What follows belongs to an exercise in optimizing a design on an open flow for small area and a short achievable clock period; a production flow would make more cautious choices. The RTL was checked by simulation tests, not by an equivalence proof against the original design. No activity file was given, so power comes from the tool's default toggle rates.

==> flow/design.v (outline; a module is shown in full before it is edited, if it fits) <==
// module Decoder_Unit: 9 lines
// module ALU_MUL: 1481 lines
// module ALU_DIV: 192 lines
// module ALU_ADDSUB: 44 lines
// module LOGIC_UNIT: 8 lines
// module CMP_UNIT: 11 lines
// module SHIFT_UNIT: 9 lines
// module ALU_TOP: 57 lines
module ALU_TOP (
input wire signed [15:0] A,
input wire signed [15:0] B,
input wire [3:0] ALU_FUNC,
input wire CLK,
input wire RST,
output reg signed [31:0] Arith_OUT,
output reg [15:0] Logic_OUT,
output reg [1:0] CMP_OUT,
output reg [16:0] SHIFT_OUT,
output reg Arith_Flag, Logic_Flag, CMP_Flag, SHIFT_Flag
	);
  // ...
==> flow/flow/run.sh <==
#!/bin/bash
# The standard layout (standard.sh), with every port buffered by the smallest buffer cell
# instead of the one buffer_ports picks by default. Each tool's output lands in the ORFS logs
# under orfs/logs/; make's own output goes to standard_flow.log in this folder.
set -euo pipefail
bash standard.sh "BUFFER_PORTS_ARGS=-buffer_cell sky130_fd_sc_hd__buf_1" finish > standard_flow.log 2>&1
==> flow/standard.sh <==
#!/bin/bash
# synth_recipe.tcl (not shown) runs the flow's synth.tcl, then flattens the netlist and writes it again
# the make line also repeats each setting of config.mk as NAME=value (left out here)
make -C /OpenROAD-flow-scripts/flow DESIGN_CONFIG=/design/flow/config.mk WORK_HOME=/design/flow/orfs CLKGATE_MAP_FILE= SYNTH_SCRIPT=/design/flow/synth_recipe.tcl "${@:-finish}"
==> flow/config.mk <==
export PLATFORM = sky130hd
export DESIGN_NAME = ALU_TOP
export DESIGN_NICKNAME = ALU_TOP
export VERILOG_FILES = /design/flow/design.v
export SDC_FILE = /design/flow/constraint.sdc
export NUM_CORES = 4
export LEC_CHECK = 0
export ABC_AREA = 1
export CAP_MARGIN = 20
export CORE_MARGIN = 2
export CORE_UTILIZATION = 40
export SLEW_MARGIN = 20
==> flow/constraint.sdc <==
create_clock -name core_clock -period 95.0 [get_ports {CLK}]
set_input_delay 19.0000 -clock core_clock [delete_from_list [all_inputs] [get_ports {CLK}]]
set_output_delay 19.0000 -clock core_clock [all_outputs]
set_load 0.01 [all_outputs]
==> flow_summary_export.csv, run 1 <==
group,metric,value,unit
critical_path,cp_top_family,"simple AND/OR/NAND/NOR gates",
global_route,first_global_vias,16555,
clocking,htreeDepth,3,
critical_path,crit_start,"B[15]",
placement,place_congestion,0.963,
global_route,met2_usage,46.4,%
synthesis,synth_fp_nets,2773,
route,final_antenna_net_count,0,
route,wirelength,59600,µm
outcome,status,"timing/DRC/antenna clean",
final_layout,final_cell_mix,"585 x nand2_1, 367 x inv_1, 253 x fa_1",
route,wl_met1,24500,µm
global_route,grt_max_degree,72,
floorplanning,initial_core_util,40.7,%
route,drt-pass1-iter-count,5,
synthesis,synth_most_common_cell,"nand2_1",
power_and_ir_drop,power.total,0.000395,W
power_and_ir_drop,p_comb,0.000322,W
critical_path,crit_buf_inv,24,
critical_path,critPathRequiredTime,95200,ps
critical_path,crit_type,"input pin to register",
route,maxUsedRoutingLayer,"met5",
critical_path,path_depth,189,
run,maxCapViolCount,0,
floorplanning,die_w,214,µm
final_layout,n_all_buffers,160,
==> run 2: changes to the inputs <==
--- a/flow/config.mk
+++ b/flow/config.mk
@@ -10,3 +10,3 @@
 export CORE_MARGIN = 2
-export CORE_UTILIZATION = 40
+export CORE_UTILIZATION = 65
 export SLEW_MARGIN = 20
==> run 2 against run 1 <==
Compared with the run above: global-route usage rose by 13 points; setup slack improved by 79 ps; first-iteration DRC count rose by 22%; non-clock buffer count fell by 3; synthesized cell count did not move; core utilization rose by 26 points; combinational power rose by 2%; synthesized area did not move; die area fell by 38%; critical path depth fell by 1; critical path type unchanged; largest power group unchanged; highest routed layer is now met4.
==> flow_summary_export.csv, run 2 <==
group,metric,value,unit
outcome,status,"timing/DRC/antenna clean",
floorplanning,die_w,169,µm
final_layout,n_antenna_cell,0,
synthesis,synthesis.area,0.0176,mm²
critical_path,crit_fanout,30,
final_layout,fin_nets,2830,
timing,finalWorstSetupSlack,44330,ps
synthesis,synth_fp_nets,2773,
route,viasPerCell,5.94,
power_and_ir_drop,internal_power,0.000186,W
power_and_ir_drop,p_switching,0.000212,W
synthesis,netlist_instances,2343,
clocking,post_cts_buffers,0,
clocking,clockBufferDepth,2,
critical_path,crit_type,"input pin to register",
power_and_ir_drop,leakagePower,9.77,nW
global_route,grt_pass1_wl,87500,µm
route,post_drt_wl_per_cell,19.7,µm
placement,post-place-ws,44510,ps
run,maxCapViolCount,0,
timing,relSlewSlack,34.2,%
route,drtIter0Drc,1396,
final_layout,final_cell_mix,"585 x nand2_1, 367 x inv_1, 253 x fa_1",
critical_path,cp_data_arrival_time,50870,ps
final_layout,largest-register,"Arith_OUT",
clocking,htreeDepth,3,
final_layout,largest_reg_flops,32,
timing,finalSetupViolCount,0,
placement,dp_cells,2730,
critical_path,endpoint_kind,"register",
synthesis,netlist.area_leader.share,28.7,%
clocking,cts_tree,"yes",
placement,place_congestion,0.940,
synthesis,yosys-top-cells-count,"585 x nand2_1, 367 x inv_1, 253 x fa_1, 143 x a21oi_1, 139 x ha_1",
timing,hold_viol,0,
final_layout,final-seq-area,0.00178,mm²
synthesis,yosysTopAreaCell,"fa_1",
timing,min_period_over_period,53.3,%
floorplanning,die_h,169,µm
synthesis,ys_ff_latch,71,
final_layout,top_regs,"Arith_OUT (32), SHIFT_OUT (17), Logic_OUT (16)",
floorplanning,dieArea,0.0284,mm²
clocking,cts_buffers,9,
final_layout,drive_above_1_share,7.15,%
global_route,grt_usage,39.8,%
route,wirelength,54000,µm
global_route,overflow,0,
critical_path,cpPeakStageDelay,570,ps
timing,tightest_slew,987,ps
route,vias,16321,
synthesis,synth_warnings,1,
global_route,first_global_vias,16754,
critical_path,critPathSlowestCell,"clkinv_1",
critical_path,critPathRequiredTime,95200,ps
synthesis,synth_most_common_cell,"nand2_1",
power_and_ir_drop,max-vdd-ir-drop,47.2,µV
power_and_ir_drop,switching_share,53.3,%
timing,slew_viol_final,0,
power_and_ir_drop,clkPwrFrac,8.6,%
floorplanning,initial_core_util,65.7,%
synthesis,synth_edf_count,0,
timing,fin_crit,50670,ps
route,drcViolationCount,0,
floorplanning,ios,109,
clocking,cts_resized,0,
power_and_ir_drop,seqPwrFrac,8.9,%
power_and_ir_drop,pwr-share-comb,82.5,%
timing,clock.fmax,19.7,MHz
timing,rsz0062_at_grt,"no",
critical_path,path_common_cell,"nand2_1",
power_and_ir_drop,power_density,21.3,mW/mm²
clocking,clkTransAtPathRegs,70,ps
global_route,antenna_found_initial,0,
placement,port_buffers,108,
clocking,cts_hold_buffers,0,
power_and_ir_drop,power.total,0.000397,W
synthesis,synthArstFlopShare,100,%
global_route,grt_max_degree,86,
timing,tns,0,ps
route,drt-pass1-iter-count,5,
clocking,cts.sinks,71,
route,final_antenna_net_count,0,
synthesis,syn_avg_cell_area,7.52,µm²
floorplanning,rows,60,
final_layout,final_common_cell,"nand2_1",
synthesis,ys.flop_type,"dfrtp_1",
synthesis,ys_types,55,
synthesis,synthTopCellsByArea,"fa_1 29%, nand2_1 12%, dfrtp_1 10%",
final_layout,fillers,2345,
final_layout,area_delta_synth_final,5.79,%
final_layout,multi_input_area,0.0139,mm²
critical_path,worstSetupStartpointType,"input pin",
clocking,root_buffer,"clkbuf_16",
placement,dp_hpwl,39700,µm
final_layout,fin_cells,2746,
worst_hold_path,min_path_type,"input pin to asynchronous set/reset pin",
synthesis,synth.yosys.seq_area_share,10.1,%
floorplanning,coreArea,0.0268,mm²
final_layout,utilization,69.5,%
-- run 2: cells by family after synthesis --
group | Yosys count | synth area share (%)
AO/OA/AOI/OAI | 377 | 12.3
multiplexers | 1 | 0.0568
flip-flops | 71 | 10.1
buffers and inverters | 490 | 10.8
adder cells (fa/ha/maj) | 392 | 38.6
AND/OR/NAND/NOR | 879 | 21.2
XOR/XNOR | 133 | 6.91
-- run 2: power groups by stage --
stage               logic [W]  clock network, W  registers (W)
finish               0.000328         0.0000340      0.0000355
global route         0.000369         0.0000356      0.0000356
CTS                  0.000326         0.0000342      0.0000354
detailed placement   0.000324                 0      0.0000359
global placement     0.000318                 0      0.0000360
floorplan            0.000233                 0      0.0000376
-- run 2: final timing paths --
path                        startpoint             to  depth (start not counted)
min in group core_clock    ALU_FUNC[3]       CMP_Flag                          3
min                                RST   Arith_OUT[0]                          1
max in group asynchronous          RST  Arith_OUT[19]                          1
max                              B[15]  Arith_OUT[17]                        188
-- run 2: cell type report --
type / instances / share of cell area (%)
tap: 341 / 2.29
sequential: 71 / 9.53
multi-input combinational: 1782 / 74.8
clock buffer: 9 / 1.21
clock inverter: 7 / 0.336
inverter: 379 / 7.63
timing repair buffer: 157 / 4.20
-- run 2: through the flow --
stage | area [µm²] | hold slack [ps]
floorplan | 17600 | 18700
global placement | 18300 | 19260
detailed placement | 18300 | 19260
CTS | 18600 | 18890
global route | 18600 | 18870
finish | 18600 | 18800
-- run 2: layer usage --
metal | vias to the layer above | routed length, µm | part of all wire, % | GRT usage, %
met1 | 7845 | 20900 | 39 | 51.1
met5 | - | 0 | 0 | 0
met3 | 216 | 4960 | 9.2 | 6.97
met4 | 0 | 2800 | 5.2 | 20.3
met2 | 844 | 25400 | 47 | 65.4
li1 | 7416 | - | - | -
-- run 2: critical path, delay by kind of cell --
| kind | cells | cell delay, ps |
|---|---|---|
| adders and majority gates | 16 | 5850 |
| xor gates and xnor gates | 9 | 1740 |
| and+or+nand+nor | 72 | 9790 |
| AOI/OAI and AO/OA | 67 | 10680 |
| buffers and inverters | 24 | 3750 |
==> run 3: changes to the inputs <==
==> flow/run.sh (new file) <==
#!/bin/bash
# synth_recipe.tcl (not shown) runs the flow's synth.tcl, then flattens the netlist and writes it again
# the make line also repeats each setting of config.mk as NAME=value (left out here)
make -C /OpenROAD-flow-scripts/flow DESIGN_CONFIG=/design/flow/config.mk WORK_HOME=/design/flow/orfs CLKGATE_MAP_FILE= SYNTH_SCRIPT=/design/flow/synth_recipe.tcl finish
--- a/flow/config.mk
+++ b/flow/config.mk
@@ -10,3 +10,3 @@
 export CORE_MARGIN = 2
-export CORE_UTILIZATION = 65
+export CORE_UTILIZATION = 40
 export SLEW_MARGIN = 20
removed: flow/flow/run.sh
removed: flow/standard.sh
==> run 3 against run 2 <==
Compared with the run above: total power grew 0.80%; clock power grew 6.2%; die area grew 61%; cell area grew 5.0%; synthesized area is the same; global-route usage shrank 13 points; critical endpoint unchanged; largest power group unchanged; fmax shrank 1.2%; synthesized cell count is the same; combinational power is essentially flat.
==> flow_summary_export.csv, run 3 <==
group,metric,value,unit
clocking,root_buffer,"clkbuf_16",
critical_path,critPathSlowestCell,"clkdlybuf4s50_1",
route,post_drt_wl_per_cell,20.0,µm
floorplanning,coreArea,0.0433,mm²
floorplanning,ios,109,
power_and_ir_drop,seqPwrFrac,8.9,%
critical_path,crit_type,"input pin to register",
route,drtIter0Drc,1088,
placement,post-place-ws,43880,ps
timing,tightest_slew,1050,ps
floorplanning,initial_core_util,40.7,%
clocking,htreeDepth,3,
synthesis,synthMuxAreaShare,0.0568,%
power_and_ir_drop,power_density,20.5,mW/mm²
timing,slew_viol_final,0,
final_layout,fin_area,0.0196,mm²
timing,min_period_over_period,54.0,%
clocking,clkTransAtPathRegs,80,ps
synthesis,ys_ff_latch,71,
power_and_ir_drop,p_switching,0.000210,W
global_route,antenna_found_initial,1,
clocking,cts_buffers,9,
final_layout,area_delta_synth_final,11.1,%
global_route,grt_usage,26.9,%
power_and_ir_drop,pwr-share-comb,82.1,%
global_route,grt_max_degree,86,
final_layout,final_cell_mix,"585 x nand2_1, 367 x inv_1, 253 x fa_1",
placement,place_congestion,0.957,
critical_path,crit_start,"B[1]",
synthesis,synth_most_common_cell,"nand2_1",
synthesis,syn_avg_cell_area,7.52,µm²
clocking,cts_resized,0,
synthesis,ys_types,55,
critical_path,cp_top_family,"compound AO/OA/AOI/OAI gates",
synthesis,synth_fp_nets,2773,
timing,fin_crit,51300,ps
synthesis,yosys.area_share.simple,21.2,%
final_layout,largest_reg_flops,32,
synthesis,synth_top_family_by_area,"adder cells",
clocking,post_cts_buffers,0,
route,drcViolationCount,0,
route,wirelength,59700,µm
floorplanning,die_w,214,µm
critical_path,endpoint_kind,"register",
global_route,first_global_vias,16583,
power_and_ir_drop,leakagePower,10.0,nW
synthesis,synthTopCellsByArea,"fa_1 29%, nand2_1 12%, dfrtp_1 10%",
critical_path,cp_data_arrival_time,51510,ps
synthesis,ys.flop_type,"dfrtp_1",
clocking,cts.sinks,71,
critical_path,worstSetupStartpointType,"input pin",
clocking,cts_tree,"yes",
synthesis,netlist.area_leader.share,28.7,%
final_layout,multi_input_area,0.0139,mm²
clocking,clockBufferDepth,2,
route,vias,16172,
final_layout,final_common_cell,"nand2_1",
floorplanning,rows,76,
final_layout,final-seq-area,0.00178,mm²
synthesis,synthAdderAreaFrac,38.6,%
critical_path,crit_fanout,28,
global_route,overflow,0,
clocking,cts_hold_buffers,0,
power_and_ir_drop,switching_share,52.5,%
critical_path,crit_buf_inv,21,
power_and_ir_drop,max-vdd-ir-drop,14.3,µV
final_layout,fillers,4352,
synthesis,synthXorXnorAreaFrac,6.91,%
synthesis,yosysTopAreaCell,"fa_1",
synthesis,synth_edf_count,0,
final_layout,fin_nets,2828,
critical_path,path_common_cell,"nand2_1",
timing,relSlewSlack,29.7,%
floorplanning,die_h,214,µm
route,drt-pass1-iter-count,6,
route,final_antenna_net_count,0,
worst_hold_path,min_path_type,"input pin to asynchronous set/reset pin",
global_route,grt_pass1_wl,92900,µm
final_layout,drive_above_1_share,7.03,%
outcome,status,"timing/DRC/antenna clean",
final_layout,top_regs,"Arith_OUT (32), SHIFT_OUT (17), Logic_OUT (16)",
placement,place_area,0.0193,mm²
timing,clock.fmax,19.5,MHz
synthesis,synthArstFlopShare,100,%
synthesis,netlist_instances,2343,
floorplanning,dieArea,0.0457,mm²
synthesis,yosys-top-cells-count,"585 x nand2_1, 367 x inv_1, 253 x fa_1, 143 x a21oi_1, 139 x ha_1",
power_and_ir_drop,clkPwrFrac,9.0,%
final_layout,n_antenna_cell,0,
timing,hold_viol,0,
run,maxCapViolCount,0,
synthesis,synth_warnings,1,
critical_path,cpPeakStageDelay,1160,ps
placement,port_buffers,108,
power_and_ir_drop,power.total,0.000401,W
critical_path,critPathRequiredTime,95210,ps
synthesis,synthesis.area,0.0176,mm²
placement,dp_hpwl,43900,µm
synthesis,synth.yosys.seq_area_share,10.1,%
timing,rsz0062_at_grt,"no",
route,viasPerCell,5.41,
final_layout,largest-register,"Arith_OUT",
power_and_ir_drop,internal_power,0.000190,W
synthesis,synth_compound_area_share,12.3,%
timing,finalSetupViolCount,0,
timing,tns,0,ps
timing,finalWorstSetupSlack,43700,ps
==> run 3: cell types whose count changed in the layout (fill, tap and decap cells not counted), moves of 3 or more <==
cell	previous run	this run
clkdlybuf4s50_1	0	103
buf_4	50	47
buf_2	1	4
buf_1	103	0
clkbuf_2	3	0
==> run 3: cells by family (layout without fill, tap and decap cells) <==
| kind of cell | after synthesis | in the layout |
|---|---|---|
| AND/OR/NAND/NOR | 879 | 879 |
| buffers and inverters | 490 | 550 |
| adder cells (fa/ha/maj) | 392 | 392 |
| AO/OA/AOI/OAI | 377 | 377 |
| XOR/XNOR | 133 | 133 |
| flip-flops | 71 | 71 |
| multiplexers | 1 | 1 |
==> run 3: power groups by stage <==
stage / registers [W] / logic (W) / clock network, W
finish: 0.0000357 / 0.000329 / 0.0000361
global route: 0.0000360 / 0.000375 / 0.0000382
CTS: 0.0000358 / 0.000329 / 0.0000371
detailed placement: 0.0000363 / 0.000328 / 0
global placement: 0.0000364 / 0.000323 / 0
floorplan: 0.0000376 / 0.000233 / 0
==> run 3: worst max path at each step <==
| stage | endpoint | cells after the start |
|---|---|---|
| floorplan | Arith_OUT[29] | 196 |
| global placement | Arith_OUT[18] | 187 |
| detailed placement | Arith_OUT[17] | 186 |
| CTS | Arith_OUT[17] | 186 |
| global route | Arith_OUT[17] | 187 |
| finish | Arith_OUT[17] | 186 |
==> run 3: stage by stage <==
step	cells	utilization, %	hold WS [ps]
after floorplan	2343	-	18700
after global routing	2988	45.2	18720
after detailed placement	2972	44.6	19250
after CTS	2988	45.2	18830
final	2988	45.2	18670
after global placement	2972	44.6	19240
==> run 3: cell type report <==
type                            count  area share (%)
Clock buffer                       11            1.24
Clock inverter                      5           0.205
Inverter                          379            7.27
Multi-Input combinational cell   1782            71.2
Sequential cell                    71            9.08
Tap cell                          585            3.74
Timing Repair Buffer              155            7.23
==> run 3: metal layers <==
metal | GRT usage [%] | share of wire, % | vias to the layer above
li1 | - | - | 7421
met1 | 34.2 | 40 | 7846
met2 | 46.1 | 48 | 729
met3 | 3.78 | 7.4 | 174
met4 | 11.0 | 4.5 | 2
met5 | 0 | 0.022 | -

re-timing with driven ports:
In the flow no input, the clock included, has a driving cell. The finished layouts below were timed again as built, in two steps. Step 1, drivers: a clkbuf_16 drives CLK and a buf_2 each remaining input, both assumed. Step 2, shift: input delay + t, output delay - t, t = (earliest + latest rising clock arrival at the registers) / 2. This alone moves slack from input paths to output paths. Slacks: no drivers / after step 1 / after step 2; pairs: no drivers / after step 1.
run | t (ns) | setup WS [ns] | worst setup path at the end
run 1 | 0.395 | 44.253 / 44.271 / 43.877 | input to register
run 2 | 0.397 | 44.332 / 44.357 / 43.961 | input to register
run 3 | 0.426 | 43.702 / 43.721 / 43.295 | input to register
After both steps every run listed still meets setup and hold. The setup slack of run 3, which loses most, moves by +0.019 ns with the drivers and by -0.407 ns with both steps.
